Source: an optimization exercise on an open RTL-to-GDS flow (aim: small area, a short achievable clock period and few clock cycles per item). Production flows keep margins and buffers that such runs may drop.
At most, simulation tests tie the RTL to the original design; equivalence was not proved.
For run 2, only the layout was checked, not whether the RTL still works.
Power figures rest on the tool's default switching activity, not on a simulated workload.

### flow/design.v
module md5_tables (
  input  wire [5:0]  step,
  output wire [7:0]  msel,
  output wire [3:0]  fsel,
  output wire [3:0]  rv,
  output wire [4:0]  ru,
  output wire        cl
);
  wire [63:0] msel_t0 = 64'h0040400018988444;
  assign msel[0] = msel_t0[step];
  wire [63:0] msel_t1 = 64'h1010080800404202;
  assign msel[1] = msel_t1[step];
  wire [63:0] msel_t2 = 64'h0000202000000080;
  assign msel[2] = msel_t2[step];
  wire [63:0] msel_t3 = 64'h0888800022220000;
  assign msel[3] = msel_t3[step];
  wire [63:0] msel_t4 = 64'h0000044440001111;
  assign msel[4] = msel_t4[step];
  wire [63:0] msel_t5 = 64'h2626111101010000;
  assign msel[5] = msel_t5[step];
  wire [63:0] msel_t6 = 64'h0101008084042020;
  assign msel[6] = msel_t6[step];
  wire [63:0] msel_t7 = 64'h0000020200000808;
  assign msel[7] = msel_t7[step];
  wire [63:0] fsel_t0 = 64'h0000000000007fff;
  assign fsel[0] = fsel_t0[step];
  wire [63:0] fsel_t1 = 64'h000000007fff8000;
  assign fsel[1] = fsel_t1[step];
  wire [63:0] fsel_t2 = 64'h00007fff80000000;
  assign fsel[2] = fsel_t2[step];
  wire [63:0] fsel_t3 = 64'h7fff800000000000;
  assign fsel[3] = fsel_t3[step];
  wire [63:0] rv_t0 = 64'h00002aaac4441111;
  assign rv[0] = rv_t0[step];
  wire [63:0] rv_t1 = 64'h444400001999a222;
  assign rv[1] = rv_t1[step];
  wire [63:0] rv_t2 = 64'h1999800022224444;
  assign rv[2] = rv_t2[step];
  wire [63:0] rv_t3 = 64'h2222555500000888;
  assign rv[3] = rv_t3[step];
  wire [63:0] ru_t0 = 64'h0888888888888888;
  assign ru[0] = ru_t0[step];
  wire [63:0] ru_t1 = 64'h1111111111110000;
  assign ru[1] = ru_t1[step];
  wire [63:0] ru_t2 = 64'h2222000022221111;
  assign ru[2] = ru_t2[step];
  wire [63:0] ru_t3 = 64'h0000222200002222;
  assign ru[3] = ru_t3[step];
  wire [63:0] ru_t4 = 64'h4444444444444444;
  assign ru[4] = ru_t4[step];
  wire [63:0] cl_t0 = 64'h8000000000000000;
  assign cl = cl_t0[step];
endmodule
module md5_add (
  input  wire [31:0] a,
  input  wire [31:0] b,
  output wire [31:0] s
);
  wire [31:0] p = a ^ b;
  wire [31:0] gg = a & b;
  wire g1 = gg[1] | (p[1] & gg[0]);
  wire p1 = p[1] & p[0];
  wire g2 = gg[3] | (p[3] & gg[2]);
  wire p2 = p[3] & p[2];
  wire g3 = gg[5] | (p[5] & gg[4]);
  wire p3 = p[5] & p[4];
  wire g4 = gg[7] | (p[7] & gg[6]);
  wire p4 = p[7] & p[6];
  wire g5 = gg[9] | (p[9] & gg[8]);
  wire p5 = p[9] & p[8];
  wire g6 = gg[11] | (p[11] & gg[10]);
  wire p6 = p[11] & p[10];
  wire g7 = gg[13] | (p[13] & gg[12]);
  wire p7 = p[13] & p[12];
  wire g8 = gg[15] | (p[15] & gg[14]);
  wire p8 = p[15] & p[14];
  wire g9 = gg[17] | (p[17] & gg[16]);
  wire p9 = p[17] & p[16];
  wire g10 = gg[19] | (p[19] & gg[18]);
  wire p10 = p[19] & p[18];
  wire g11 = gg[21] | (p[21] & gg[20]);
  wire p11 = p[21] & p[20];
  wire g12 = gg[23] | (p[23] & gg[22]);
  wire p12 = p[23] & p[22];
  wire g13 = gg[25] | (p[25] & gg[24]);
  wire p13 = p[25] & p[24];
  wire g14 = gg[27] | (p[27] & gg[26]);
  wire p14 = p[27] & p[26];
  wire g15 = gg[29] | (p[29] & gg[28]);
  wire p15 = p[29] & p[28];
  wire g16 = gg[31] | (p[31] & gg[30]);
  wire p16 = p[31] & p[30];
  wire g17 = gg[2] | (p[2] & g1);
  wire p17 = p[2] & p1;
  wire g18 = g2 | (p2 & g1);
  wire p18 = p2 & p1;
  wire g19 = gg[6] | (p[6] & g3);
  wire p19 = p[6] & p3;
  wire g20 = g4 | (p4 & g3);
  wire p20 = p4 & p3;
  wire g21 = gg[10] | (p[10] & g5);
  wire p21 = p[10] & p5;
  wire g22 = g6 | (p6 & g5);
  wire p22 = p6 & p5;
  wire g23 = gg[14] | (p[14] & g7);
  wire p23 = p[14] & p7;
  wire g24 = g8 | (p8 & g7);
  wire p24 = p8 & p7;
  wire g25 = gg[18] | (p[18] & g9);
  wire p25 = p[18] & p9;
  wire g26 = g10 | (p10 & g9);
  wire p26 = p10 & p9;
  wire g27 = gg[22] | (p[22] & g11);
  wire p27 = p[22] & p11;
  wire g28 = g12 | (p12 & g11);
  wire p28 = p12 & p11;
  wire g29 = gg[26] | (p[26] & g13);
  wire p29 = p[26] & p13;
  wire g30 = g14 | (p14 & g13);
  wire p30 = p14 & p13;
  wire g31 = gg[30] | (p[30] & g15);
  wire p31 = p[30] & p15;
  wire g32 = g16 | (p16 & g15);
  wire p32 = p16 & p15;
  wire g33 = gg[4] | (p[4] & g18);
  wire p33 = p[4] & p18;
  wire g34 = g3 | (p3 & g18);
  wire p34 = p3 & p18;
  wire g35 = g19 | (p19 & g18);
  wire p35 = p19 & p18;
  wire g36 = g20 | (p20 & g18);
  wire p36 = p20 & p18;
  wire g37 = gg[12] | (p[12] & g22);
  wire p37 = p[12] & p22;
  wire g38 = g7 | (p7 & g22);
  wire p38 = p7 & p22;
  wire g39 = g23 | (p23 & g22);
  wire p39 = p23 & p22;
  wire g40 = g24 | (p24 & g22);
  wire p40 = p24 & p22;
  wire g41 = gg[20] | (p[20] & g26);
  wire p41 = p[20] & p26;
  wire g42 = g11 | (p11 & g26);
  wire p42 = p11 & p26;
  wire g43 = g27 | (p27 & g26);
  wire p43 = p27 & p26;
  wire g44 = g28 | (p28 & g26);
  wire p44 = p28 & p26;
  wire g45 = gg[28] | (p[28] & g30);
  wire p45 = p[28] & p30;
  wire g46 = g15 | (p15 & g30);
  wire p46 = p15 & p30;
  wire g47 = g31 | (p31 & g30);
  wire p47 = p31 & p30;
  wire g48 = g32 | (p32 & g30);
  wire p48 = p32 & p30;
  wire g49 = gg[8] | (p[8] & g36);
  wire p49 = p[8] & p36;
  wire g50 = g5 | (p5 & g36);
  wire p50 = p5 & p36;
  wire g51 = g21 | (p21 & g36);
  wire p51 = p21 & p36;
  wire g52 = g22 | (p22 & g36);
  wire p52 = p22 & p36;
  wire g53 = g37 | (p37 & g36);
  wire p53 = p37 & p36;
  wire g54 = g38 | (p38 & g36);
  wire p54 = p38 & p36;
  wire g55 = g39 | (p39 & g36);
  wire p55 = p39 & p36;
  wire g56 = g40 | (p40 & g36);
  wire p56 = p40 & p36;
  wire g57 = gg[24] | (p[24] & g44);
  wire p57 = p[24] & p44;
  wire g58 = g13 | (p13 & g44);
  wire p58 = p13 & p44;
  wire g59 = g29 | (p29 & g44);
  wire p59 = p29 & p44;
  wire g60 = g30 | (p30 & g44);
  wire p60 = p30 & p44;
  wire g61 = g45 | (p45 & g44);
  wire p61 = p45 & p44;
  wire g62 = g46 | (p46 & g44);
  wire p62 = p46 & p44;
  wire g63 = g47 | (p47 & g44);
  wire p63 = p47 & p44;
  wire g64 = g48 | (p48 & g44);
  wire p64 = p48 & p44;
  wire g65 = gg[16] | (p[16] & g56);
  wire p65 = p[16] & p56;
  wire g66 = g9 | (p9 & g56);
  wire p66 = p9 & p56;
  wire g67 = g25 | (p25 & g56);
  wire p67 = p25 & p56;
  wire g68 = g26 | (p26 & g56);
  wire p68 = p26 & p56;
  wire g69 = g41 | (p41 & g56);
  wire p69 = p41 & p56;
  wire g70 = g42 | (p42 & g56);
  wire p70 = p42 & p56;
  wire g71 = g43 | (p43 & g56);
  wire p71 = p43 & p56;
  wire g72 = g44 | (p44 & g56);
  wire p72 = p44 & p56;
  wire g73 = g57 | (p57 & g56);
  wire p73 = p57 & p56;
  wire g74 = g58 | (p58 & g56);
  wire p74 = p58 & p56;
  wire g75 = g59 | (p59 & g56);
  wire p75 = p59 & p56;
  wire g76 = g60 | (p60 & g56);
  wire p76 = p60 & p56;
  wire g77 = g61 | (p61 & g56);
  wire p77 = p61 & p56;
  wire g78 = g62 | (p62 & g56);
  wire p78 = p62 & p56;
  wire g79 = g63 | (p63 & g56);
  wire p79 = p63 & p56;
  wire g80 = g64 | (p64 & g56);
  wire p80 = p64 & p56;
  assign s = p ^ {g79, g78, g77, g76, g75, g74, g73, g72, g71, g70, g69, g68, g67, g66, g65, g56, g55, g54, g53, g52, g51, g50, g49, g36, g35, g34, g33, g18, g17, g1, gg[0], 1'b0};
endmodule
module md5_addbk (
  input  wire [31:0] a,
  input  wire [31:0] b,
  output wire [31:0] s
);
  wire [31:0] p = a ^ b;
  wire [31:0] gg = a & b;
  wire g1 = gg[1] | (p[1] & gg[0]);
  wire p1 = p[1] & p[0];
  wire g2 = gg[3] | (p[3] & gg[2]);
  wire p2 = p[3] & p[2];
  wire g3 = gg[5] | (p[5] & gg[4]);
  wire p3 = p[5] & p[4];
  wire g4 = gg[7] | (p[7] & gg[6]);
  wire p4 = p[7] & p[6];
  wire g5 = gg[9] | (p[9] & gg[8]);
  wire p5 = p[9] & p[8];
  wire g6 = gg[11] | (p[11] & gg[10]);
  wire p6 = p[11] & p[10];
  wire g7 = gg[13] | (p[13] & gg[12]);
  wire p7 = p[13] & p[12];
  wire g8 = gg[15] | (p[15] & gg[14]);
  wire p8 = p[15] & p[14];
  wire g9 = gg[17] | (p[17] & gg[16]);
  wire p9 = p[17] & p[16];
  wire g10 = gg[19] | (p[19] & gg[18]);
  wire p10 = p[19] & p[18];
  wire g11 = gg[21] | (p[21] & gg[20]);
  wire p11 = p[21] & p[20];
  wire g12 = gg[23] | (p[23] & gg[22]);
  wire p12 = p[23] & p[22];
  wire g13 = gg[25] | (p[25] & gg[24]);
  wire p13 = p[25] & p[24];
  wire g14 = gg[27] | (p[27] & gg[26]);
  wire p14 = p[27] & p[26];
  wire g15 = gg[29] | (p[29] & gg[28]);
  wire p15 = p[29] & p[28];
  wire g16 = gg[31] | (p[31] & gg[30]);
  wire p16 = p[31] & p[30];
  wire g17 = g2 | (p2 & g1);
  wire p17 = p2 & p1;
  wire g18 = g4 | (p4 & g3);
  wire p18 = p4 & p3;
  wire g19 = g6 | (p6 & g5);
  wire p19 = p6 & p5;
  wire g20 = g8 | (p8 & g7);
  wire p20 = p8 & p7;
  wire g21 = g10 | (p10 & g9);
  wire p21 = p10 & p9;
  wire g22 = g12 | (p12 & g11);
  wire p22 = p12 & p11;
  wire g23 = g14 | (p14 & g13);
  wire p23 = p14 & p13;
  wire g24 = g16 | (p16 & g15);
  wire p24 = p16 & p15;
  wire g25 = g18 | (p18 & g17);
  wire p25 = p18 & p17;
  wire g26 = g20 | (p20 & g19);
  wire p26 = p20 & p19;
  wire g27 = g22 | (p22 & g21);
  wire p27 = p22 & p21;
  wire g28 = g24 | (p24 & g23);
  wire p28 = p24 & p23;
  wire g29 = g26 | (p26 & g25);
  wire p29 = p26 & p25;
  wire g30 = g28 | (p28 & g27);
  wire p30 = p28 & p27;
  wire g31 = g30 | (p30 & g29);
  wire p31 = p30 & p29;
  wire g32 = g27 | (p27 & g29);
  wire p32 = p27 & p29;
  wire g33 = g19 | (p19 & g25);
  wire p33 = p19 & p25;
  wire g34 = g21 | (p21 & g29);
  wire p34 = p21 & p29;
  wire g35 = g23 | (p23 & g32);
  wire p35 = p23 & p32;
  wire g36 = g3 | (p3 & g17);
  wire p36 = p3 & p17;
  wire g37 = g5 | (p5 & g25);
  wire p37 = p5 & p25;
  wire g38 = g7 | (p7 & g33);
  wire p38 = p7 & p33;
  wire g39 = g9 | (p9 & g29);
  wire p39 = p9 & p29;
  wire g40 = g11 | (p11 & g34);
  wire p40 = p11 & p34;
  wire g41 = g13 | (p13 & g32);
  wire p41 = p13 & p32;
  wire g42 = g15 | (p15 & g35);
  wire p42 = p15 & p35;
  wire g43 = gg[2] | (p[2] & g1);
  wire p43 = p[2] & p1;
  wire g44 = gg[4] | (p[4] & g17);
  wire p44 = p[4] & p17;
  wire g45 = gg[6] | (p[6] & g36);
  wire p45 = p[6] & p36;
  wire g46 = gg[8] | (p[8] & g25);
  wire p46 = p[8] & p25;
  wire g47 = gg[10] | (p[10] & g37);
  wire p47 = p[10] & p37;
  wire g48 = gg[12] | (p[12] & g33);
  wire p48 = p[12] & p33;
  wire g49 = gg[14] | (p[14] & g38);
  wire p49 = p[14] & p38;
  wire g50 = gg[16] | (p[16] & g29);
  wire p50 = p[16] & p29;
  wire g51 = gg[18] | (p[18] & g39);
  wire p51 = p[18] & p39;
  wire g52 = gg[20] | (p[20] & g34);
  wire p52 = p[20] & p34;
  wire g53 = gg[22] | (p[22] & g40);
  wire p53 = p[22] & p40;
  wire g54 = gg[24] | (p[24] & g32);
  wire p54 = p[24] & p32;
  wire g55 = gg[26] | (p[26] & g41);
  wire p55 = p[26] & p41;
  wire g56 = gg[28] | (p[28] & g35);
  wire p56 = p[28] & p35;
  wire g57 = gg[30] | (p[30] & g42);
  wire p57 = p[30] & p42;
  assign s = p ^ {g57, g42, g56, g35, g55, g41, g54, g32, g53, g40, g52, g34, g51, g39, g50, g29, g49, g38, g48, g33, g47, g37, g46, g25, g45, g36, g44, g17, g43, g1, gg[0], 1'b0};
endmodule
module md5_ktab (
  input  wire [5:0]  step,
  output wire [31:0] k
);
  wire [63:0] t0 = 64'h7a77af08971d29b5;
  assign k[0] = t0[step];
  wire [63:0] t1 = 64'h944d80c161ca5e9f;
  assign k[1] = t1[step];
  wire [63:0] t2 = 64'h8951eb4607c41286;
  assign k[2] = t2[step];
  wire [63:0] t3 = 64'h1052148a3a2612cf;
  assign k[3] = t3[step];
  wire [63:0] t4 = 64'hb93a94a0188d0b51;
  assign k[4] = t4[step];
  wire [63:0] t5 = 64'h9a933cb90a42678e;
  assign k[5] = t5[step];
  wire [63:0] t6 = 64'h80f478f45aedc043;
  assign k[6] = t6[step];
  wire [63:0] t7 = 64'h36ad99c8bbf21bc7;
  assign k[7] = t7[step];
  wire [63:0] t8 = 64'h63258a994de2dfa4;
  assign k[8] = t8[step];
  wire [63:0] t9 = 64'h7dc1e0dc98b3939e;
  assign k[9] = t9[step];
  wire [63:0] t10 = 64'h84f8b2e8a3da42be;
  assign k[10] = t10[step];
  wire [63:0] t11 = 64'h046c9a7e65612146;
  assign k[11] = t11[step];
  wire [63:0] t12 = 64'hbe74bf62c22d8fe1;
  assign k[12] = t12[step];
  wire [63:0] t13 = 64'h4cd3d1e7cc30c881;
  assign k[13] = t13[step];
  wire [63:0] t14 = 64'hbdfcb45da4731b9b;
  assign k[14] = t14[step];
  wire [63:0] t15 = 64'h389a8c2c8c7282ea;
  assign k[15] = t15[step];
  wire [63:0] t16 = 64'h551649f39df4110a;
  assign k[16] = t16[step];
  wire [63:0] t17 = 64'hbc16997c7ea74128;
  assign k[17] = t17[step];
  wire [63:0] t18 = 64'h70b9252f198f63ae;
  assign k[18] = t18[step];
  wire [63:0] t19 = 64'h0adceb7d7a055b06;
  assign k[19] = t19[step];
  wire [63:0] t20 = 64'h9c070c7dc3a37f16;
  assign k[20] = t20[step];
  wire [63:0] t21 = 64'h88d0f1b6fcd63117;
  assign k[21] = t21[step];
  wire [63:0] t22 = 64'h54140d0adf6993a4;
  assign k[22] = t22[step];
  wire [63:0] t23 = 64'h30733fff4d722d4a;
  assign k[23] = t23[step];
  wire [63:0] t24 = 64'h6d7d940bf6e22fee;
  assign k[24] = t24[step];
  wire [63:0] t25 = 64'h77d998b8d0ad5588;
  assign k[25] = t25[step];
  wire [63:0] t26 = 64'h4efe7b37fb25592d;
  assign k[26] = t26[step];
  wire [63:0] t27 = 64'h3adb14eb6c122ff0;
  assign k[27] = t27[step];
  wire [63:0] t28 = 64'h8c92553249144924;
  assign k[28] = t28[step];
  wire [63:0] t29 = 64'h7dd748f75d635d75;
  assign k[29] = t29[step];
  wire [63:0] t30 = 64'h66d6ed9b5bb6ed6e;
  assign k[30] = t30[step];
  wire [63:0] t31 = 64'h2dbb6db6edb6dbb6;
  assign k[31] = t31[step];
endmodule
module MD5_custom_SIMD_instruction (clk, reset,
	in_v, rd, vrd1, vrd2,
		in_data, in_vdata1, in_vdata2,
	out_v, out_rd, out_vrd1, out_vrd2,
		out_data, out_vdata1, out_vdata2);
	input clk, reset;
	input in_v;
	input [4:0] rd;
	input [2:0] vrd1, vrd2;
	input [32-1:0] in_data;
	input [256-1:0] in_vdata1, in_vdata2;
	output out_v;
	output [4:0] out_rd;
	output [2:0] out_vrd1, out_vrd2;
	output [32-1:0] out_data;
	output [256-1:0] out_vdata1, out_vdata2;
	wire [511:0] min = {in_vdata2, in_vdata1};
	reg        busy, fin, outv, first;
	reg [5:0]  cnt;
	reg [4:0]  t_rd;
	reg [2:0]  t_vrd1, t_vrd2;
	reg [31:0] a, b, c, d, t;
	reg [31:0] ring [0:15];
	reg [7:0]  mr;
	reg [3:0]  fs;     
	reg [3:0]  fs2;    
	reg [31:0] kr;     
	reg [3:0]  rv;
	reg [4:0]  ru;
	reg        cl;
	reg        run;    
	wire       last = busy & (cnt == 6'd63);
	wire [31:0] kadd;
	wire [7:0]  msel;
	wire [3:0]  fsel, rvn;
	wire [4:0]  run_;
	wire        cln;
	md5_tables tab (.step(cnt), .msel(msel), .fsel(fsel), .rv(rvn), .ru(run_), .cl(cln));
	wire        pol = ~cnt[0] & ~fin;
	wire [31:0] mword = {32{pol}} ^ (
		({32{mr[0]}} & ring[0]) |
		({32{mr[1]}} & ring[1]) |
		({32{mr[2]}} & ring[2]) |
		({32{mr[3]}} & ring[3]) |
		({32{mr[4]}} & ring[5]) |
		({32{mr[5]}} & ring[8]) |
		({32{mr[6]}} & ring[9]) |
		({32{mr[7]}} & ring[10]));
	wire [5:0]  nstep = cnt + 6'd1;
	wire [1:0]  nround = nstep[5:4];
	wire [31:0] kt;
	md5_ktab ktab (.step(cnt), .k(kt));
	wire [31:0] ts = d ^ kr ^ mword;
	wire [31:0] tc = (d & kr) | (d & mword) | (kr & mword);
	wire [31:0] tsum;
	md5_addbk addt (.a(ts), .b({tc[30:0], 1'b0}), .s(tsum));
	wire [31:0] cxd = c ^ d;
	wire [31:0] fs32a = {{16{fs2[0]}}, {16{fs[0]}}};
	wire [31:0] fs32b = {{16{fs2[1]}}, {16{fs[1]}}};
	wire [31:0] fs32c = {{16{fs2[2]}}, {16{fs[2]}}};
	wire [31:0] fs32d = {{16{fs2[3]}}, {16{fs[3]}}};
	wire [31:0] f1 = ({32{first}} & 32'hd76aa477) | (fs32a & c) | (fs32b & (c | d)) | (fs32c & ~cxd) | (fs32d & ~c);
	wire [31:0] f0 = ({32{first}} & 32'hd76aa477) | (fs32a & d) | (fs32b & (c & ~d)) | (fs32c & cxd) | (fs32d & ~cxd);
	wire [31:0] f = (b & f1) | (~b & f0);
	wire [31:0] x;
	md5_add addx (.a(f), .b(t), .s(x));
	wire [31:0] z =
		({32{rv[0]}} & x) |
		({32{rv[1]}} & {x[30:0], x[31:31]}) |
		({32{rv[2]}} & {x[29:0], x[31:30]}) |
		({32{rv[3]}} & {x[28:0], x[31:29]});
	wire [31:0] y =
		({32{ru[0]}} & {z[27:0], z[31:28]}) |
		({32{ru[1]}} & {z[23:0], z[31:24]}) |
		({32{ru[2]}} & {z[19:0], z[31:20]}) |
		({32{ru[3]}} & {z[15:0], z[31:16]}) |
		({32{ru[4]}} & {z[11:0], z[31:12]}) |
		({32{cl}} & 32'hefcdab89);
	wire [31:0] bn;
	md5_add addb (.a(b & {32{run}}), .b(y), .s(bn));
	wire [31:0] dn;
	md5_addbk addd (.a(c), .b({32{fin}} & 32'h98badcfe), .s(dn));
	integer j;
	always @(posedge clk) begin
		if (reset) begin
			run <= 1'b0;
			busy <= 1'b0;
			fin <= 1'b0;
			outv <= 1'b0;
		end else begin
			run <= busy | in_v;
			busy <= busy ? ~last : in_v;
			fin <= last;
			outv <= fin;
		end
		first <= ~run;
		cnt <= busy ? cnt + 6'd1 : 6'd0;
		mr <= busy ? msel : 8'd4;
		fs <= busy ? fsel : 4'd0;
		rv <= reset ? 4'd0 : busy ? rvn : in_v ? 4'd8 : 4'd0;
		ru <= reset ? 5'd0 : busy ? run_ : in_v ? 5'd1 : 5'd0;
		cl <= reset | (busy ? cln : ~in_v);
		fs2 <= (busy & (cnt != 6'd63)) ? (4'd1 << nround) : 4'd0;
		kr <= busy ? kt : 32'he8c7b756;
		a <= t;
		b <= bn;
		if (run) begin
			c <= b;
			d <= dn;
			t <= tsum;
			for (j = 0; j < 16; j = j + 1) ring[(j+1)%16] <= ~ring[j];
		end else begin
			c <= 32'h98badcfe; d <= 32'h10325476;
			t <= min[31:0];
			t_rd <= rd; t_vrd1 <= vrd1; t_vrd2 <= vrd2;
			ring[1] <= ~min[31:0];
			ring[2] <= ~min[63:32];
			ring[4] <= ~min[95:64];
			ring[15] <= ~min[127:96];
			ring[13] <= ~min[159:128];
			ring[6] <= ~min[191:160];
			ring[0] <= ~min[223:192];
			ring[3] <= ~min[255:224];
			ring[9] <= ~min[287:256];
			ring[10] <= ~min[319:288];
			ring[12] <= ~min[351:320];
			ring[7] <= ~min[383:352];
			ring[5] <= ~min[415:384];
			ring[14] <= ~min[447:416];
			ring[8] <= ~min[479:448];
			ring[11] <= ~min[511:480];
		end
	end
	assign out_v = outv;
	assign out_rd = t_rd;
	assign out_vrd1 = t_vrd1;
	assign out_vrd2 = t_vrd2;
	assign out_data = 32'd0;
	assign out_vdata2 = {256{1'b0}};
	assign out_vdata1 = {128'd0, t, d, b, a};
endmodule
### flow/flow/run.sh
#!/bin/bash
# ORFS layout (the standard.sh) with: the full-adder and half-adder cells kept out of
# synthesis and layout (the platform's don't-use list plus fa/ha), a tighter setup-repair
# target, free resizing, and minimum-size port buffers.
set -euo pipefail
DU="sky130_fd_sc_hd__probe_p_8 sky130_fd_sc_hd__probec_p_8 sky130_fd_sc_hd__lpflow_bleeder_1 sky130_fd_sc_hd__lpflow_clkbufkapwr_1 sky130_fd_sc_hd__lpflow_clkbufkapwr_16 sky130_fd_sc_hd__lpflow_clkbufkapwr_2 sky130_fd_sc_hd__lpflow_clkbufkapwr_4 sky130_fd_sc_hd__lpflow_clkbufkapwr_8 sky130_fd_sc_hd__lpflow_clkinvkapwr_1 sky130_fd_sc_hd__lpflow_clkinvkapwr_16 sky130_fd_sc_hd__lpflow_clkinvkapwr_2 sky130_fd_sc_hd__lpflow_clkinvkapwr_4 sky130_fd_sc_hd__lpflow_clkinvkapwr_8 sky130_fd_sc_hd__lpflow_decapkapwr_12 sky130_fd_sc_hd__lpflow_decapkapwr_3 sky130_fd_sc_hd__lpflow_decapkapwr_4 sky130_fd_sc_hd__lpflow_decapkapwr_6 sky130_fd_sc_hd__lpflow_decapkapwr_8 sky130_fd_sc_hd__lpflow_inputiso0n_1 sky130_fd_sc_hd__lpflow_inputiso0p_1 sky130_fd_sc_hd__lpflow_inputiso1n_1 sky130_fd_sc_hd__lpflow_inputiso1p_1 sky130_fd_sc_hd__lpflow_inputisolatch_1 sky130_fd_sc_hd__lpflow_isobufsrc_1 sky130_fd_sc_hd__lpflow_isobufsrc_16 sky130_fd_sc_hd__lpflow_isobufsrc_2 sky130_fd_sc_hd__lpflow_isobufsrc_4 sky130_fd_sc_hd__lpflow_isobufsrc_8 sky130_fd_sc_hd__lpflow_isobufsrckapwr_16 sky130_fd_sc_hd__lpflow_lsbuf_lh_hl_isowell_tap_1 sky130_fd_sc_hd__lpflow_lsbuf_lh_hl_isowell_tap_2 sky130_fd_sc_hd__lpflow_lsbuf_lh_hl_isowell_tap_4 sky130_fd_sc_hd__lpflow_lsbuf_lh_isowell_4 sky130_fd_sc_hd__lpflow_lsbuf_lh_isowell_tap_1 sky130_fd_sc_hd__lpflow_lsbuf_lh_isowell_tap_2 sky130_fd_sc_hd__lpflow_lsbuf_lh_isowell_tap_4 sky130_fd_sc_hd__fa_1 sky130_fd_sc_hd__fa_2 sky130_fd_sc_hd__fa_4 sky130_fd_sc_hd__ha_1 sky130_fd_sc_hd__ha_2 sky130_fd_sc_hd__ha_4"
bash standard.sh "DONT_USE_CELLS=$DU" SETUP_SLACK_MARGIN=9 MATCH_CELL_FOOTPRINT=0 SKIP_REPAIR_TIE_FANOUT=1 "BUFFER_PORTS_ARGS=-buffer_cell sky130_fd_sc_hd__buf_1" finish > standard.log 2>&1
### flow/standard.sh
#!/bin/bash
# synth_recipe.tcl (not shown) runs the flow's synth.tcl, then flattens the netlist and writes it again
# the make line also repeats each setting of config.mk as NAME=value (left out here)
make -C /OpenROAD-flow-scripts/flow DESIGN_CONFIG=/design/flow/config.mk WORK_HOME=/design/flow/orfs CLKGATE_MAP_FILE= SYNTH_SCRIPT=/design/flow/synth_recipe.tcl "${@:-finish}"
### flow/config.mk
export PLATFORM = sky130hd
export DESIGN_NAME = MD5_custom_SIMD_instruction
export DESIGN_NICKNAME = MD5_custom_SIMD_instruction
export VERILOG_FILES = /design/flow/design.v
export SDC_FILE = /design/flow/constraint.sdc
export NUM_CORES = 8
export LEC_CHECK = 0
export ABC_AREA = 1
export CAP_MARGIN = 20
export CORE_AREA = 5 5 375 375
export CTS_CLUSTER_DIAMETER = 80
export CTS_CLUSTER_SIZE = 28
export DIE_AREA = 0 0 380 380
export SLEW_MARGIN = 20
export TNS_END_PERCENT = 0
### flow/constraint.sdc
create_clock -name core_clock -period 12.0 [get_ports {clk}]
set_input_delay 2.4000 -clock core_clock [delete_from_list [all_inputs] [get_ports {clk}]]
set_output_delay 2.4000 -clock core_clock [all_outputs]
set_load 0.01 [all_outputs]
==> tab_implementation.tex, run 1 <==
\begin{tabular}{lr}
\hline
Metric & Value \\
\hline
\multicolumn{2}{l}{\textbf{Floorplanning}} \\
\quad Number of core rows & 135 \\
\quad Area of the die & 0.144 mm\^{}2 \\
\quad Std-Cell Core Area & 0.136 mm\^{}2 \\
\quad Initial core utilization & 0.295 \\
\quad Die Ht & 380 um \\
\quad Die span in x & 380 um \\
\quad \# IOs & 1114 \\
\multicolumn{2}{l}{\textbf{Logic synthesis}} \\
\quad Asr flop ratio synth & 0 \\
\quad Share of the yosys chip area belonging to registers & 0.378 \\
\quad EDFF count, synth & 11 \\
\quad Mean Syn Cell Area & 7.49 um\^{}2 \\
\quad Yosys warning total & 2 \\
\quad Most repeated cell in the gate-level netlist after synthesis & sky130\_fd\_sc\_hd\_\_nand2\_1 \\
\quad Portion of synthesized cell area occupied by the leading cell type & 0.370 \\
\quad Net count of the mapped netlist & 5912 \\
\quad Flip-flop and latch count after synthesis & 752 \\
\quad Count of different cell masters after synthesis & 67 \\
\quad Mapped cell area & 0.0401 mm\^{}2 \\
\quad Synthesized instance count & 5354 \\
\quad Cell taking the most area after synthesis & sky130\_fd\_sc\_hd\_\_dfxtp\_1 \\
\quad Top FF cell, synth & sky130\_fd\_sc\_hd\_\_dfxtp\_1 \\
\quad Top post-synthesis cells by area & sky130\_fd\_sc\_hd\_\_dfxtp\_1 37\%, sky130\_fd\_sc\_hd\_\_nand2\_1 11\%, sky130\_fd\_sc\_hd\_\_mux2i\_1 9.9\% \\
\quad Most instantiated cells after synthesis & 1227 x sky130\_fd\_sc\_hd\_\_nand2\_1, 741 x sky130\_fd\_sc\_hd\_\_dfxtp\_1, 469 x sky130\_fd\_sc\_hd\_\_inv\_1 \\
\multicolumn{2}{l}{\textbf{Min path}} \\
\quad Launch instance of the worst min-delay path & ring[12][0]\$\_DFF\_P\_ \\
\quad Hold endpoint & ring[13][0]\$\_DFF\_P\_ \\
\quad Hold-critical path depth & 1 \\
\quad Worst min-delay path class & reg -> reg \\
\multicolumn{2}{l}{\textbf{STA}} \\
\quad Unrepaired setup endpoints after global routing & yes \\
\quad Sum of negative setup slack & 0 ps \\
\quad Min Clock Period, post-route & 4170 ps \\
\quad Total count of max-transition violations in the final report & 0 \\
\quad Final clock skew & 77.4 ps \\
\quad Headroom to the max-slew limit & 0.243 \\
\quad Pin slew with the least headroom to its limit & 1130 ps \\
\quad Fmax & 0.240 GHz \\
\quad Portion of the clock cycle consumed by the worst path in the final layout & 0.348 \\
\quad Count of endpoints failing hold in the final timing report & 0 \\
\quad Final setup violation count & 0 \\
\multicolumn{2}{l}{\textbf{Critical path}} \\
\quad Reg-to-reg startpoint & first\$\_DFF\_P\_ \\
\quad Slack of the worst reg-to-reg path & 7830 ps \\
\quad Delay of the slowest critical-path stage & 330 ps \\
\quad Crit Reg-Reg Endpoint & b[31]\$\_DFF\_P\_ \\
\quad Slowest library cell on the worst path & sky130\_fd\_sc\_hd\_\_dfxtp\_2 \\
\quad Cell seen most often among critical-path stages & sky130\_fd\_sc\_hd\_\_nand2\_1 \\
\quad Data required time at the worst endpoint & 12550 ps \\
\quad Critical Path AT & 4720 ps \\
\quad Kind of capture point of the worst setup path & flop \\
\quad Start-to-end type of the worst setup path & reg -> reg \\
\quad Maximum fanout count along the critical path & 8 \\
\quad Count of cells along the worst register-to-register path & 34 \\
\quad Kind of start point of the critical path & flop \\
\multicolumn{2}{l}{\textbf{Clock network}} \\
\quad Clock slew at the register clock pins of the worst setup and hold paths & 110 ps \\
\quad CTS H-tree depth & 2 \\
\quad Clk buf depth & 3 \\
\quad Number of CTS-inserted buffers & 55 \\
\quad Number of clock sinks & 752 \\
\quad Clock tree from TritonCTS & yes \\
\quad CTS Root Cell & sky130\_fd\_sc\_hd\_\_clkbuf\_16 \\
\quad Clock Latency Late Sink & 720 ps \\
\quad Number of buffers inserted by hold repair at cts & 0 \\
\multicolumn{2}{l}{\textbf{Finish}} \\
\quad Share of layout cells above drive strength 1 & 0.0938 \\
\quad FF/Latch Area & 0.0152 mm\^{}2 \\
\quad Area growth from synthesis to layout & 11.1\% \\
\quad Finished Core Util & 0.328 \\
\quad Multi-input gate area in the final layout & 0.0197 mm\^{}2 \\
\quad Filler cell count & 14600 \\
\quad Layout Nets & 6107 \\
\multicolumn{2}{l}{\textbf{Place}} \\
\quad Global placer's final weighted congestion & 0.946 \\
\quad Port Buffers & 665 \\
\quad Detailed-placement wirelength estimate & 134000 um \\
\multicolumn{2}{l}{\textbf{Drt}} \\
\quad Initial DRC count & 3747 \\
\quad Total Routed Length & 172000 um \\
\quad Average via count per standard cell & 4.97 \\
\quad DR vias & 36600 \\
\quad Residual DRC & 0 \\
\quad Initial DRT Pass Iterations & 6 \\
\quad Post-route ant nets & 0 \\
\quad Final routed wire length divided by cell count & 23.3 um \\
\multicolumn{2}{l}{\textbf{Run}} \\
\quad Number of maximum-capacitance violations & 0 \\
\multicolumn{2}{l}{\textbf{Global route}} \\
\quad Via count of the first global-routing pass & 34000 \\
\quad Largest net degree at the start of global routing & 417 \\
\quad GR Util All Layers & 0.224 \\
\quad Number of antenna violations at the first check in global routing & 24 \\
\quad Global-route wire length before repair & 240000 um \\
\quad GRT Residual Overflow & 0 \\
\multicolumn{2}{l}{\textbf{Power and ir drop}} \\
\quad Static power due to leakage & 0.0194 uW \\
\quad Worst vdd rail ir drop & 288 uV \\
\quad Power after layout & 7880 uW \\
\quad Power density cells & 177 mW/mm\^{}2 \\
\multicolumn{2}{l}{\textbf{Outcome}} \\
\quad Status & timing/DRC/antenna clean \\
\hline
\end{tabular}
-- cells by family after synthesis --
group	Yosys count	share of synthesized area
and+or+nand+nor	2155	0.229
buffers and inverters	1139	0.149
AOI/OAI and AO/OA	775	0.115
DFF	752	0.378
muxes	396	0.0989
xor gates and xnor gates	135	0.0299
adders and majority gates	1	0.000250
other	1	0.0000935
-- power by group --
group          internal, uW  switching, uW  total [uW]
Clock                   965           1110        2070
Sequential             2830            400        3230
Combinational           848           1720        2570
Total                  4650           3230        7880
-- cells in the final DEF, fill, tap and decap left out, drive strengths merged, types with 39 or more instances in the layout --
cell type	count
o21ai	298
a21oi	226
nor3	39
buf	757
clkbuf	63
nand3	320
xor2	101
mux2i	396
dfxtp	741
inv	516
nand2	1275
nand4	63
nor2	413
-- metal layers --
| layer | global-route usage | up-vias | wire [um] |
|---|---|---|---|
| met4 | 0.0566 | 10 | 4670 |
| met5 | 0 | - | 64 |
| met1 | 0.298 | 17400 | 73400 |
| met3 | 0.0557 | 224 | 15800 |
| met2 | 0.363 | 1579 | 78100 |
| li1 | - | 17500 | - |
-- cell type report --
type,count,share of cell area
Timing Repair Buffer,759,0.0773
Multi-Input combinational cell,3465,0.441
Clock inverter,31,0.0113
Tap cell,1781,0.0500
Clock buffer,61,0.0328
Antenna cell,15,0.000843
Sequential cell,752,0.342
Inverter,516,0.0447
-- sequential cells by signal, summed over array words and instances, names as in the netlist, 5 cells and up --
register  count
b            32
c            32
cnt           6
a            32
mr            8
ring        512
ru            5
t            32
t_rd          5
kr           32
d            32
-- critical path: cells and delay by family, from the launching register on --
kind            cells  cell delay (ps)
compound gates      3              260
buf+inv             3              370
flops               1              330
simple gates       28             3070
-- worst max-delay path by stage --
stage | cells past startpoint | startpoint | slack (ps) | end
6_report | 34 | first$_DFF_P_ | 7830 | b[31]$_DFF_P_
5_1_grt | 31 | c[22]$_SDFF_PN0_ | 7500 | b[19]$_DFF_P_
4_1_cts | 1 | t_rd[0]$_DFFE_PN_ | 7830 | out_rd[0]
3_5_place_dp | 29 | fs[0]$_SDFF_PP0_ | 6840 | b[31]$_DFF_P_
3_3_place_gp | 29 | fs[0]$_SDFF_PP0_ | 6930 | b[31]$_DFF_P_
2_1_floorplan | 33 | fs[0]$_SDFF_PP0_ | 8500 | b[23]$_DFF_P_
-- metrics by stage --
step           instances  hold WS [ps]  setup slack [ps]  cell area, um^2
4_1_cts             7345           406              7830            43900
6_report            7380           402              7830            44600
3_3_place_gp        7224           392              6930            41200
5_1_grt             7376           416              7500            44500
3_5_place_dp        7224           398              6840            41200
2_1_floorplan       5354           391              8500            40100
-- what timing repair did --
action                                  in CTS  in global routing
gates resized for setup                    116                125
endpoints found under the setup margin     383                398
buffers inserted                            28                 17
gates cloned                                 1                  3
pin swaps                                   16                 29
Testbench counts, summed over its fixed seeds: cycles 105,600, hashes 1,600.
==> run 2: changes to the inputs <==
--- a/flow/design.v
+++ b/flow/design.v
@@ -433,7 +433,7 @@
 	reg [5:0]  cnt;
 	reg [4:0]  t_rd;
 	reg [2:0]  t_vrd1, t_vrd2;
-	reg [31:0] a, b, c, d, t;
+	reg [31:0] b, c, d, t;
 	reg [31:0] ring [0:15];
 	reg [7:0]  mr;
 	reg [3:0]  fs;     
@@ -516,10 +516,9 @@
 		cl <= reset | (busy ? cln : ~in_v);
 		fs2 <= (busy & (cnt != 6'd63)) ? (4'd1 << nround) : 4'd0;
 		kr <= busy ? kt : 32'he8c7b756;
-		a <= t;
 		b <= bn;
 		if (run) begin
-			c <= b;
+			c <= fin ? t : b;    
 			d <= dn;
 			t <= tsum;
 			for (j = 0; j < 16; j = j + 1) ring[(j+1)%16] <= ~ring[j];
@@ -551,5 +550,5 @@
 	assign out_vrd2 = t_vrd2;
 	assign out_data = 32'd0;
 	assign out_vdata2 = {256{1'b0}};
-	assign out_vdata1 = {128'd0, t, d, b, a};
+	assign out_vdata1 = {128'd0, t, d, b, c};
 endmodule
==> run 2 against run 1 <==
Critical endpoint is now b[26]$_DFF_P_. Largest cell class unchanged. Clock skew is 7.0 ps lower. Sequential power is 4% lower. Total power is 1.1% higher. Via count is 5.1% higher. Die area stayed put.
==> tab_implementation.tex, run 2 <==
\begin{tabular}{lr}
\hline
Metric & Value \\
\hline
\multicolumn{2}{l}{\textbf{Global route}} \\
\quad Number of antenna violations at the first check in global routing & 52 (+120\%) \\
\quad GRT Residual Overflow & 0 (unchanged) \\
\quad Global-route wire length before repair & 265000 um (+11\%) \\
\quad Via count of the first global-routing pass & 36200 (+6.5\%) \\
\quad Largest net degree at the start of global routing & 417 (unchanged) \\
\quad GR Util All Layers & 0.253 (+0.0296) \\
\multicolumn{2}{l}{\textbf{STA}} \\
\quad Portion of the clock cycle consumed by the worst path in the final layout & 0.355 (+0.00733) \\
\quad Worst hold slack across all endpoints & 382 ps (-20.1 ps) \\
\quad Fmax & 0.235 GHz (-2.1\%) \\
\quad Final clock skew & 70.3 ps (-7.04 ps) \\
\quad Pin slew with the least headroom to its limit & 1210 ps (+78.8 ps) \\
\quad Unrepaired setup endpoints after global routing & yes \\
\quad Total count of max-transition violations in the final report & 0 (unchanged) \\
\quad Sum of negative setup slack & 0 ps (unchanged) \\
\quad Headroom to the max-slew limit & 0.189 (-0.0545) \\
\quad Min Clock Period, post-route & 4260 ps (+88.0 ps) \\
\quad Final setup violation count & 0 (unchanged) \\
\quad Count of endpoints failing hold in the final timing report & 0 (unchanged) \\
\multicolumn{2}{l}{\textbf{Place}} \\
\quad Global placer's final weighted congestion & 0.984 (+4.0\%) \\
\quad Detailed-placement wirelength estimate & 154000 um (+15\%) \\
\quad Cell total after placement & 7248 (+0.33\%) \\
\quad Port Buffers & 665 (unchanged) \\
\multicolumn{2}{l}{\textbf{Logic synthesis}} \\
\quad Share of the yosys chip area belonging to registers & 0.365 (-0.0135) \\
\quad Net count of the mapped netlist & 5958 (+0.78\%) \\
\quad Yosys warning total & 2 (unchanged) \\
\quad Asr flop ratio synth & 0 (unchanged) \\
\quad Mapped cell area & 0.0398 mm\^{}2 (-0.68\%) \\
\quad Mean Syn Cell Area & 7.37 um\^{}2 (-1.5\%) \\
\quad EDFF count, synth & 11 (unchanged) \\
\quad Flip-flop and latch count after synthesis & 720 (-4.3\%) \\
\quad Top FF cell, synth & sky130\_fd\_sc\_hd\_\_dfxtp\_1 \\
\quad Most instantiated cells after synthesis & 1249 x sky130\_fd\_sc\_hd\_\_nand2\_1, 709 x sky130\_fd\_sc\_hd\_\_dfxtp\_1, 461 x sky130\_fd\_sc\_hd\_\_inv\_1 \\
\quad Cell taking the most area after synthesis & sky130\_fd\_sc\_hd\_\_dfxtp\_1 \\
\quad Synthesized instance count & 5400 (+0.86\%) \\
\quad Top post-synthesis cells by area & sky130\_fd\_sc\_hd\_\_dfxtp\_1 36\%, sky130\_fd\_sc\_hd\_\_nand2\_1 12\%, sky130\_fd\_sc\_hd\_\_mux2i\_1 10\% \\
\quad Most repeated cell in the gate-level netlist after synthesis & sky130\_fd\_sc\_hd\_\_nand2\_1 \\
\quad Count of different cell masters after synthesis & 74 (+10\%) \\
\quad Portion of synthesized cell area occupied by the leading cell type & 0.356 (-0.0136) \\
\multicolumn{2}{l}{\textbf{Finish}} \\
\quad Finished Core Util & 0.335 (+0.00696) \\
\quad Most flops, register & ring \\
\quad Max FFs per register & 512 (unchanged) \\
\quad Commonest cells after routing, fill and taps aside & 1151 x sky130\_fd\_sc\_hd\_\_nand2\_1, 663 x sky130\_fd\_sc\_hd\_\_buf\_1, 629 x sky130\_fd\_sc\_hd\_\_dfxtp\_1 \\
\quad Share of layout cells above drive strength 1 & 0.128 (+0.0342) \\
\quad Leading cell type in the layout, fill and taps excluded & sky130\_fd\_sc\_hd\_\_nand2\_1 \\
\quad Area growth from synthesis to layout & 14.3\% \\
\quad Layout Nets & 6175 (+1.1\%) \\
\quad Layout Cells excl Fill & 7459 (+1.1\%) \\
\multicolumn{2}{l}{\textbf{Floorplanning}} \\
\quad Initial core utilization & 0.293 (-0.00201) \\
\quad Die span in x & 380 um (unchanged) \\
\quad \# IOs & 1114 (unchanged) \\
\quad Number of core rows & 135 (unchanged) \\
\quad Die Ht & 380 um (unchanged) \\
\quad Std-Cell Core Area & 0.136 mm\^{}2 (unchanged) \\
\quad Area of the die & 0.144 mm\^{}2 (unchanged) \\
\multicolumn{2}{l}{\textbf{Drt}} \\
\quad Residual DRC & 0 (unchanged) \\
\quad Average via count per standard cell & 5.16 (+4.0\%) \\
\quad Total Routed Length & 195000 um (+14\%) \\
\quad Initial DRT Pass Iterations & 8 (+2) \\
\quad Routed length on met3 & 18700 um (+19\%) \\
\quad Initial DRC count & 4093 (+9.2\%) \\
\quad Post-route ant nets & 0 (unchanged) \\
\quad DR vias & 38500 (+5.1\%) \\
\quad Routed wire length on met2 & 87800 um (+12\%) \\
\quad Final routed wire length divided by cell count & 26.2 um (+12\%) \\
\quad Met1 wire length & 74100 um (+0.91\%) \\
\quad Uppermost layer routed & met5 \\
\multicolumn{2}{l}{\textbf{Power and ir drop}} \\
\quad Static power due to leakage & 0.0198 uW (+1.7\%) \\
\quad Switching pwr & 3420 uW (+5.8\%) \\
\quad Switching share of power & 0.429 (+0.0190) \\
\quad Worst vdd rail ir drop & 167 uV (-42\%) \\
\quad Power density cells & 175 mW/mm\^{}2 (-1.0\%) \\
\quad Power share of the combinational group & 0.357 (+0.031) \\
\quad Part of the power in registers & 0.389 (-0.022) \\
\quad Internal power & 4550 uW (-2.2\%) \\
\quad Portion of total power attributed to the clock network & 0.255 (-0.008) \\
\multicolumn{2}{l}{\textbf{Clock network}} \\
\quad Clk buf depth & 3 (unchanged) \\
\quad Clock tree from TritonCTS & yes \\
\quad CTS H-tree depth & 2 (unchanged) \\
\quad Number of buffers inserted by hold repair at cts & 0 (unchanged) \\
\quad Number of clock sinks & 720 (-4.3\%) \\
\quad Number of CTS-inserted buffers & 50 (-9.1\%) \\
\quad Clock slew at the register clock pins of the worst setup and hold paths & 110 ps (about the same) \\
\quad Clock Latency Late Sink & 740 ps (+20 ps) \\
\quad CTS Root Cell & sky130\_fd\_sc\_hd\_\_clkbuf\_16 \\
\multicolumn{2}{l}{\textbf{Min path}} \\
\quad Hold-critical path depth & 1 (unchanged) \\
\quad Worst min-delay path class & reg -> reg \\
\multicolumn{2}{l}{\textbf{Critical path}} \\
\quad Cell seen most often among critical-path stages & sky130\_fd\_sc\_hd\_\_nand2\_1 \\
\quad Count of cells along the worst register-to-register path & 32 (-5.9\%) \\
\quad Critical Path AT & 4850 ps (+130 ps) \\
\quad Kind of start point of the critical path & flop \\
\quad Kind of capture point of the worst setup path & flop \\
\quad Delay of the slowest critical-path stage & 410 ps (+80 ps) \\
\quad Data required time at the worst endpoint & 12590 ps (+40 ps) \\
\quad Start-to-end type of the worst setup path & reg -> reg \\
\quad Maximum fanout count along the critical path & 8 (unchanged) \\
\quad Slowest library cell on the worst path & sky130\_fd\_sc\_hd\_\_dfxtp\_4 \\
\multicolumn{2}{l}{\textbf{Run}} \\
\quad Number of maximum-capacitance violations & 0 (unchanged) \\
\multicolumn{2}{l}{\textbf{Outcome}} \\
\quad Status & timing/DRC/antenna clean \\
\hline
\end{tabular}
## run 2: cell types whose count changed after synthesis, moves of 11 or more
cell / previous run / this run
sky130_fd_sc_hd__o21ai_0: 274 / 295
sky130_fd_sc_hd__buf_1: 48 / 37
sky130_fd_sc_hd__clkbuf_1: 122 / 141
sky130_fd_sc_hd__o211ai_1: 35 / 46
sky130_fd_sc_hd__dfxtp_1: 741 / 709
sky130_fd_sc_hd__nor2_1: 390 / 421
sky130_fd_sc_hd__nand2_1: 1227 / 1249
sky130_fd_sc_hd__nand3_1: 308 / 324
## run 2: area by class of cell
| type | count | area (um^2) |
|---|---|---|
| fillers | 14600 | 90300 |
| repair buffers | 802 | 3930 |
| well taps | 1781 | 2230 |
| clock buffers | 51 | 1260 |
| diodes | 24 | 60.1 |
| inverters | 505 | 1950 |
| clock inverters | 38 | 663 |
| flip-flops and latches | 720 | 14700 |
| multi-input cells | 3538 | 20700 |
## run 2: final timing paths
kind,from,end,slack (ps)
worst max-delay path,fs[0]$_SDFF_PP0_,b[26]$_DFF_P_,7740
worst min-delay path,ring[1][2]$_DFF_P_,ring[2][2]$_DFF_P_,380
worst min register to register,ring[1][2]$_DFF_P_,ring[2][2]$_DFF_P_,380
worst max register to register,fs[0]$_SDFF_PP0_,b[26]$_DFF_P_,7740
## run 2: worst max-delay path, delay by kind of cell (launching register included)
| family | cells | cell delay [ps] |
|---|---|---|
| buffers and inverters | 4 | 500 |
| DFF | 1 | 410 |
| AOI/OAI and AO/OA | 1 | 180 |
| and+or+nand+nor | 27 | 3040 |
## run 2: kinds of logic (layout without fill, tap and decap cells)
family                   count (synthesis)  in the layout  share of synthesized area
AO/OA/AOI/OAI                          808            808                      0.121
XOR/XNOR                               131            131                     0.0294
adder cells (fa/ha/maj)                  1              1                   0.000251
buffers and inverters                 1144           1396                      0.152
flip-flops                             720            720                      0.365
multiplexers                           402            402                      0.101
other                                    1             25                  0.0000942
AND/OR/NAND/NOR                       2193           2195                      0.232
## run 2: power by group through the flow
| stage | Combinational [uW] | Clock [uW] | Sequential [uW] |
|---|---|---|---|
| after floorplan | 1730 | 0 | 2930 |
| after global placement | 2360 | 0 | 3130 |
| after detailed placement | 2390 | 0 | 3130 |
| after CTS | 2610 | 2060 | 3080 |
| after global routing | 3090 | 2140 | 3110 |
| final | 2840 | 2030 | 3090 |
## run 2: per-stage QoR
stage	setup slack, ps	total power [uW]	instance area [um^2]
2_1_floorplan	8520	4660	39900
3_3_place_gp	6440	5480	40800
3_5_place_dp	6410	5520	40800
4_1_cts	7920	7760	44400
5_1_grt	7530	8340	45500
6_report	7740	7960	45500
## run 2: metal layers
metal | global-route usage | vias up
li1 | - | 17700
met3 | 0.0688 | 439
met5 | 0 | -
met4 | 0.154 | 18
met2 | 0.411 | 2048
met1 | 0.299 | 18300
## run 2: repair_timing
| action | in CTS | in global routing |
|---|---|---|
| setup buffers | 58 | 30 |
| pin swaps | 69 | 91 |
| resized for setup | 288 | 208 |
| setup endpoints to repair | 386 | 404 |
| gates cloned | 6 | 4 |
==> run 3: changes to the inputs <==
--- a/flow/design.v
+++ b/flow/design.v
@@ -433,7 +433,7 @@
 	reg [5:0]  cnt;
 	reg [4:0]  t_rd;
 	reg [2:0]  t_vrd1, t_vrd2;
-	reg [31:0] b, c, d, t;
+	reg [31:0] a, b, c, d, t;
 	reg [31:0] ring [0:15];
 	reg [7:0]  mr;
 	reg [3:0]  fs;     
@@ -516,9 +516,10 @@
 		cl <= reset | (busy ? cln : ~in_v);
 		fs2 <= (busy & (cnt != 6'd63)) ? (4'd1 << nround) : 4'd0;
 		kr <= busy ? kt : 32'he8c7b756;
+		a <= t;
 		b <= bn;
 		if (run) begin
-			c <= fin ? t : b;    
+			c <= b;
 			d <= dn;
 			t <= tsum;
 			for (j = 0; j < 16; j = j + 1) ring[(j+1)%16] <= ~ring[j];
@@ -550,5 +551,5 @@
 	assign out_vrd2 = t_vrd2;
 	assign out_data = 32'd0;
 	assign out_vdata2 = {256{1'b0}};
-	assign out_vdata1 = {128'd0, t, d, b, c};
+	assign out_vdata1 = {128'd0, t, d, b, a};
 endmodule
==> flow/flow/run.sh (replaced) <==
#!/bin/bash
# ORFS layout (the standard.sh) with: the full-adder and half-adder cells kept out of
# synthesis and layout (the platform's don't-use list plus fa/ha), a tighter setup-repair
# target, free resizing, and minimum-size port buffers.
set -euo pipefail
DU="sky130_fd_sc_hd__probe_p_8 sky130_fd_sc_hd__probec_p_8 sky130_fd_sc_hd__lpflow_bleeder_1 sky130_fd_sc_hd__lpflow_clkbufkapwr_1 sky130_fd_sc_hd__lpflow_clkbufkapwr_16 sky130_fd_sc_hd__lpflow_clkbufkapwr_2 sky130_fd_sc_hd__lpflow_clkbufkapwr_4 sky130_fd_sc_hd__lpflow_clkbufkapwr_8 sky130_fd_sc_hd__lpflow_clkinvkapwr_1 sky130_fd_sc_hd__lpflow_clkinvkapwr_16 sky130_fd_sc_hd__lpflow_clkinvkapwr_2 sky130_fd_sc_hd__lpflow_clkinvkapwr_4 sky130_fd_sc_hd__lpflow_clkinvkapwr_8 sky130_fd_sc_hd__lpflow_decapkapwr_12 sky130_fd_sc_hd__lpflow_decapkapwr_3 sky130_fd_sc_hd__lpflow_decapkapwr_4 sky130_fd_sc_hd__lpflow_decapkapwr_6 sky130_fd_sc_hd__lpflow_decapkapwr_8 sky130_fd_sc_hd__lpflow_inputiso0n_1 sky130_fd_sc_hd__lpflow_inputiso0p_1 sky130_fd_sc_hd__lpflow_inputiso1n_1 sky130_fd_sc_hd__lpflow_inputiso1p_1 sky130_fd_sc_hd__lpflow_inputisolatch_1 sky130_fd_sc_hd__lpflow_isobufsrc_1 sky130_fd_sc_hd__lpflow_isobufsrc_16 sky130_fd_sc_hd__lpflow_isobufsrc_2 sky130_fd_sc_hd__lpflow_isobufsrc_4 sky130_fd_sc_hd__lpflow_isobufsrc_8 sky130_fd_sc_hd__lpflow_isobufsrckapwr_16 sky130_fd_sc_hd__lpflow_lsbuf_lh_hl_isowell_tap_1 sky130_fd_sc_hd__lpflow_lsbuf_lh_hl_isowell_tap_2 sky130_fd_sc_hd__lpflow_lsbuf_lh_hl_isowell_tap_4 sky130_fd_sc_hd__lpflow_lsbuf_lh_isowell_4 sky130_fd_sc_hd__lpflow_lsbuf_lh_isowell_tap_1 sky130_fd_sc_hd__lpflow_lsbuf_lh_isowell_tap_2 sky130_fd_sc_hd__lpflow_lsbuf_lh_isowell_tap_4 sky130_fd_sc_hd__fa_1 sky130_fd_sc_hd__fa_2 sky130_fd_sc_hd__fa_4 sky130_fd_sc_hd__ha_1 sky130_fd_sc_hd__ha_2 sky130_fd_sc_hd__ha_4"
bash standard.sh "DONT_USE_CELLS=$DU" SETUP_SLACK_MARGIN=8.3 MATCH_CELL_FOOTPRINT=0 SKIP_REPAIR_TIE_FANOUT=1 "BUFFER_PORTS_ARGS=-buffer_cell sky130_fd_sc_hd__buf_1" finish > standard.log 2>&1
==> run 3 against run 2 <==
Still clean. Fmax rose by 2.6%. Sequential cell count rose by 32. Die area did not move. Synthesized cell count fell by 0.85%. Total power rose by 1.6%. Utilization rose by 0.16 points. Critical path depth rose by 2. Global-route usage fell by 2.7 points. Non-clock buffer count rose by 8. Critical path type unchanged. Highest routed layer unchanged.
==> tab_implementation.tex, run 3 <==
\begin{tabular}{lr}
\hline
Metric & Value \\
\hline
\multicolumn{2}{l}{\textbf{Min path}} \\
\quad Worst min-delay path class & reg -> reg \\
\quad Launch instance of the worst min-delay path & ring[15][6]\$\_DFF\_P\_ \\
\multicolumn{2}{l}{\textbf{Global route}} \\
\quad GRT Residual Overflow & 0 (unchanged) \\
\quad Number of antenna violations at the first check in global routing & 28 (-46\%) \\
\quad Via count of the first global-routing pass & 34100 (-5.8\%) \\
\quad Largest net degree at the start of global routing & 417 (unchanged) \\
\quad GR Util All Layers & 0.227 (-0.0266) \\
\quad Global-route wire length before repair & 243000 um (-8.4\%) \\
\multicolumn{2}{l}{\textbf{Finish}} \\
\quad Share of layout cells above drive strength 1 & 0.124 (-0.00431) \\
\quad Leading cell type in the layout, fill and taps excluded & sky130\_fd\_sc\_hd\_\_nand2\_1 \\
\quad Area growth from synthesis to layout & 14.0\% \\
\quad Commonest cells after routing, fill and taps aside & 1156 x sky130\_fd\_sc\_hd\_\_nand2\_1, 684 x sky130\_fd\_sc\_hd\_\_dfxtp\_1, 661 x sky130\_fd\_sc\_hd\_\_buf\_1 \\
\quad Layout Nets & 6161 (-0.23\%) \\
\quad Most flops, register & ring \\
\quad Max FFs per register & 512 (unchanged) \\
\multicolumn{2}{l}{\textbf{Critical path}} \\
\quad Worst setup path start & first\$\_DFF\_P\_ \\
\quad Critical Path AT & 4690 ps (-160 ps) \\
\quad Reg-to-reg startpoint & first\$\_DFF\_P\_ \\
\quad Data required time at the worst endpoint & 12530 ps (-60 ps) \\
\quad Start-to-end type of the worst setup path & reg -> reg \\
\quad Delay of the slowest critical-path stage & 340 ps (-70 ps) \\
\quad Kind of capture point of the worst setup path & flop \\
\quad Slowest library cell on the worst path & sky130\_fd\_sc\_hd\_\_dfxtp\_2 \\
\quad Maximum fanout count along the critical path & 8 (unchanged) \\
\quad Kind of start point of the critical path & flop \\
\multicolumn{2}{l}{\textbf{Clock network}} \\
\quad Clock Latency Late Sink & 700 ps (-40 ps) \\
\quad Clk buf depth & 3 (unchanged) \\
\quad Number of buffers inserted by hold repair at cts & 0 (unchanged) \\
\quad Clock tree from TritonCTS & yes \\
\quad Number of CTS-inserted buffers & 55 (+10\%) \\
\quad Number of clock sinks & 752 (+4.4\%) \\
\quad CTS Root Cell & sky130\_fd\_sc\_hd\_\_clkbuf\_16 \\
\quad Clock slew at the register clock pins of the worst setup and hold paths & 100 ps (about the same) \\
\quad CTS H-tree depth & 2 (unchanged) \\
\multicolumn{2}{l}{\textbf{Power and ir drop}} \\
\quad Static power due to leakage & 0.0199 uW (+0.81\%) \\
\quad Worst vdd rail ir drop & 281 uV (+69\%) \\
\quad Power share of the combinational group & 0.345 (-0.012) \\
\quad Power density cells & 177 mW/mm\^{}2 (+1.1\%) \\
\quad Switching pwr & 3350 uW (-1.9\%) \\
\quad Portion of total power attributed to the clock network & 0.256 (about the same) \\
\quad Part of the power in registers & 0.399 (+0.010) \\
\quad Switching share of power & 0.415 (-0.0144) \\
\quad Internal power & 4730 uW (+4.1\%) \\
\multicolumn{2}{l}{\textbf{Floorplanning}} \\
\quad Std-Cell Core Area & 0.136 mm\^{}2 (unchanged) \\
\quad \# IOs & 1114 (unchanged) \\
\quad Area of the die & 0.144 mm\^{}2 (unchanged) \\
\quad Die span in x & 380 um (unchanged) \\
\quad Number of core rows & 135 (unchanged) \\
\quad Initial core utilization & 0.295 (+0.00201) \\
\quad Die Ht & 380 um (unchanged) \\
\multicolumn{2}{l}{\textbf{Logic synthesis}} \\
\quad Share of the yosys chip area belonging to registers & 0.378 (+0.0135) \\
\quad Count of different cell masters after synthesis & 67 (-9.5\%) \\
\quad Flip-flop and latch count after synthesis & 752 (+4.4\%) \\
\quad Cell taking the most area after synthesis & sky130\_fd\_sc\_hd\_\_dfxtp\_1 \\
\quad Mapped cell area & 0.0401 mm\^{}2 (+0.69\%) \\
\quad Most repeated cell in the gate-level netlist after synthesis & sky130\_fd\_sc\_hd\_\_nand2\_1 \\
\quad Asr flop ratio synth & 0 (unchanged) \\
\quad Most instantiated cells after synthesis & 1227 x sky130\_fd\_sc\_hd\_\_nand2\_1, 741 x sky130\_fd\_sc\_hd\_\_dfxtp\_1, 469 x sky130\_fd\_sc\_hd\_\_inv\_1 \\
\quad Net count of the mapped netlist & 5912 (-0.77\%) \\
\quad EDFF count, synth & 11 (unchanged) \\
\quad Top FF cell, synth & sky130\_fd\_sc\_hd\_\_dfxtp\_1 \\
\quad Yosys warning total & 2 (unchanged) \\
\quad Top post-synthesis cells by area & sky130\_fd\_sc\_hd\_\_dfxtp\_1 37\%, sky130\_fd\_sc\_hd\_\_nand2\_1 11\%, sky130\_fd\_sc\_hd\_\_mux2i\_1 9.9\% \\
\quad Portion of synthesized cell area occupied by the leading cell type & 0.370 (+0.0136) \\
\quad Synthesized instance count & 5354 (-0.85\%) \\
\quad Mean Syn Cell Area & 7.49 um\^{}2 (+1.6\%) \\
\multicolumn{2}{l}{\textbf{Run}} \\
\quad Number of maximum-capacitance violations & 0 (unchanged) \\
\multicolumn{2}{l}{\textbf{STA}} \\
\quad Unrepaired setup endpoints after global routing & yes \\
\quad Final clock skew & 56.0 ps (-14.4 ps) \\
\quad Slack of the critical path & 7850 ps (+107 ps) \\
\quad Final setup violation count & 0 (unchanged) \\
\quad Portion of the clock cycle consumed by the worst path in the final layout & 0.346 (-0.00889) \\
\quad Min Clock Period, post-route & 4150 ps (-107 ps) \\
\quad Sum of negative setup slack & 0 ps (unchanged) \\
\quad Count of endpoints failing hold in the final timing report & 0 (unchanged) \\
\quad Headroom to the max-slew limit & 0.308 (+0.119) \\
\quad Pin slew with the least headroom to its limit & 1040 ps (-173 ps) \\
\quad Fmax & 0.241 GHz (+2.6\%) \\
\quad Total count of max-transition violations in the final report & 0 (unchanged) \\
\multicolumn{2}{l}{\textbf{Drt}} \\
\quad Initial DRC count & 3801 (-7.1\%) \\
\quad Initial DRT Pass Iterations & 6 (-2) \\
\quad Final routed wire length divided by cell count & 23.6 um (-10\%) \\
\quad Total Routed Length & 175000 um (-10\%) \\
\quad Average via count per standard cell & 4.98 (-3.5\%) \\
\quad Post-route ant nets & 0 (unchanged) \\
\quad Residual DRC & 0 (unchanged) \\
\quad DR vias & 37000 (-3.9\%) \\
\multicolumn{2}{l}{\textbf{Place}} \\
\quad Setup WS pre-CTS & 7000 ps (+587 ps) \\
\quad Detailed-placement wirelength estimate & 134000 um (-13\%) \\
\quad Global placer's final weighted congestion & 0.960 (-2.4\%) \\
\quad Port Buffers & 665 (unchanged) \\
\multicolumn{2}{l}{\textbf{Outcome}} \\
\quad Status & timing/DRC/antenna clean \\
\hline
\end{tabular}
run 3: routing by layer:
| layer | GRT usage | wire length (um) | up-vias | share of wire |
|---|---|---|---|---|
| met5 | 0 | 140 | - | 0.00080 |
| met4 | 0.0574 | 5310 | 20 | 0.030 |
| met3 | 0.0590 | 16800 | 276 | 0.096 |
| met2 | 0.369 | 79300 | 1537 | 0.45 |
| met1 | 0.300 | 73500 | 17600 | 0.42 |
| li1 | - | - | 17600 | - |
run 3: timing repair:
| item | 4_1_cts | 5_1_grt |
|---|---|---|
| setup endpoints to repair | 298 | 241 |
| cloned | 4 | 6 |
| hold endpoints to repair | 0 | 0 |
| buffers inserted | 62 | 26 |
| pin swaps | 57 | 89 |
| resized for setup | 244 | 192 |
run 3: cell type report:
| type | instances | area, um^2 |
|---|---|---|
| diodes | 9 | 22.5 |
| clock buffers | 57 | 1400 |
| clock inverters | 38 | 524 |
| fillers | 14500 | 90100 |
| inverters | 516 | 2000 |
| multi-input cells | 3466 | 20300 |
| flip-flops and latches | 752 | 15300 |
| well taps | 1781 | 2230 |
| repair buffers | 810 | 3960 |
| repair inverters | 2 | 22.5 |
run 3: logic make-up (layout without fill, tap and decap cells):
family          Yosys count  after routing  synth area share
other cells               1             10         0.0000935
mux                     396            396            0.0989
compound gates          775            775             0.115
flops                   752            752             0.378
simple gates           2155           2158             0.229
xor+xnor                135            135            0.0299
fa+ha+maj                 1              1          0.000250
buf+inv                1139           1423             0.149
run 3: power by group through the flow:
| stage | clock [uW] | combinational [uW] | sequential, uW |
|---|---|---|---|
| after floorplan | 0 | 1740 | 3090 |
| after global placement | 0 | 2330 | 3280 |
| after detailed placement | 0 | 2360 | 3290 |
| after CTS | 2110 | 2560 | 3240 |
| after global routing | 2200 | 3070 | 3270 |
| final | 2070 | 2790 | 3230 |
run 3: through the flow:
| step | std cells | utilization | hold WS, ps | cell area (um^2) | total power, uW |
|---|---|---|---|---|---|
| after global routing | 7427 | 0.337 | 419 | 45700 | 8540 |
| after detailed placement | 7229 | 0.304 | 397 | 41200 | 5640 |
| after floorplan | 5354 | - | 391 | 40100 | 4830 |
| final | 7431 | 0.337 | 399 | 45700 | 8090 |
| after CTS | 7390 | 0.328 | 403 | 44600 | 7900 |
| after global placement | 7229 | 0.304 | 393 | 41200 | 5610 |
run 3: critical path: cells and delay by family (launching register included):
kind,cells,cell delay [ps]
DFF,1,340
AOI/OAI and AO/OA,3,380
buffers and inverters,6,770
and+or+nand+nor,25,2490
run 3: final timing paths:
check	to	slack, ps	depth (start not counted)
worst max-delay path	b[30]$_DFF_P_	7850	34
worst max register to register	b[30]$_DFF_P_	7850	34
worst min register to register	ring[0][6]$_DFF_P_	400	1
worst min-delay path	ring[0][6]$_DFF_P_	400	1
Testbench counts of run 3, summed over its fixed seeds: cycles 105,600, hashes 1,600.

-- port drivers added, routing unchanged --
Ports are ideal in the flow. The routed layouts listed here were re-timed in OpenROAD. Step 1 assumes that a clkbuf_16 drives the clock port and a buf_2 every other input. Step 2, shift: input delay + t, output delay - t, t = (earliest + latest rising clock arrival at the registers) / 2. This alone moves slack from input paths to output paths. Three values: no drivers, after step 1, after step 2; two values: the first two.
run	t, ns	setup WS [ns]	worst setup path after step 2	worst slew at a driven data input, ns
run 1	0.754	7.827 / 7.796 / 7.827	register to register	0.12
run 2	0.768	7.739 / 7.739 / 7.739	register to register	0.27
run 3	0.743	7.846 / 7.846 / 7.846	register to register	0.21
After both steps every run listed still meets setup and hold.
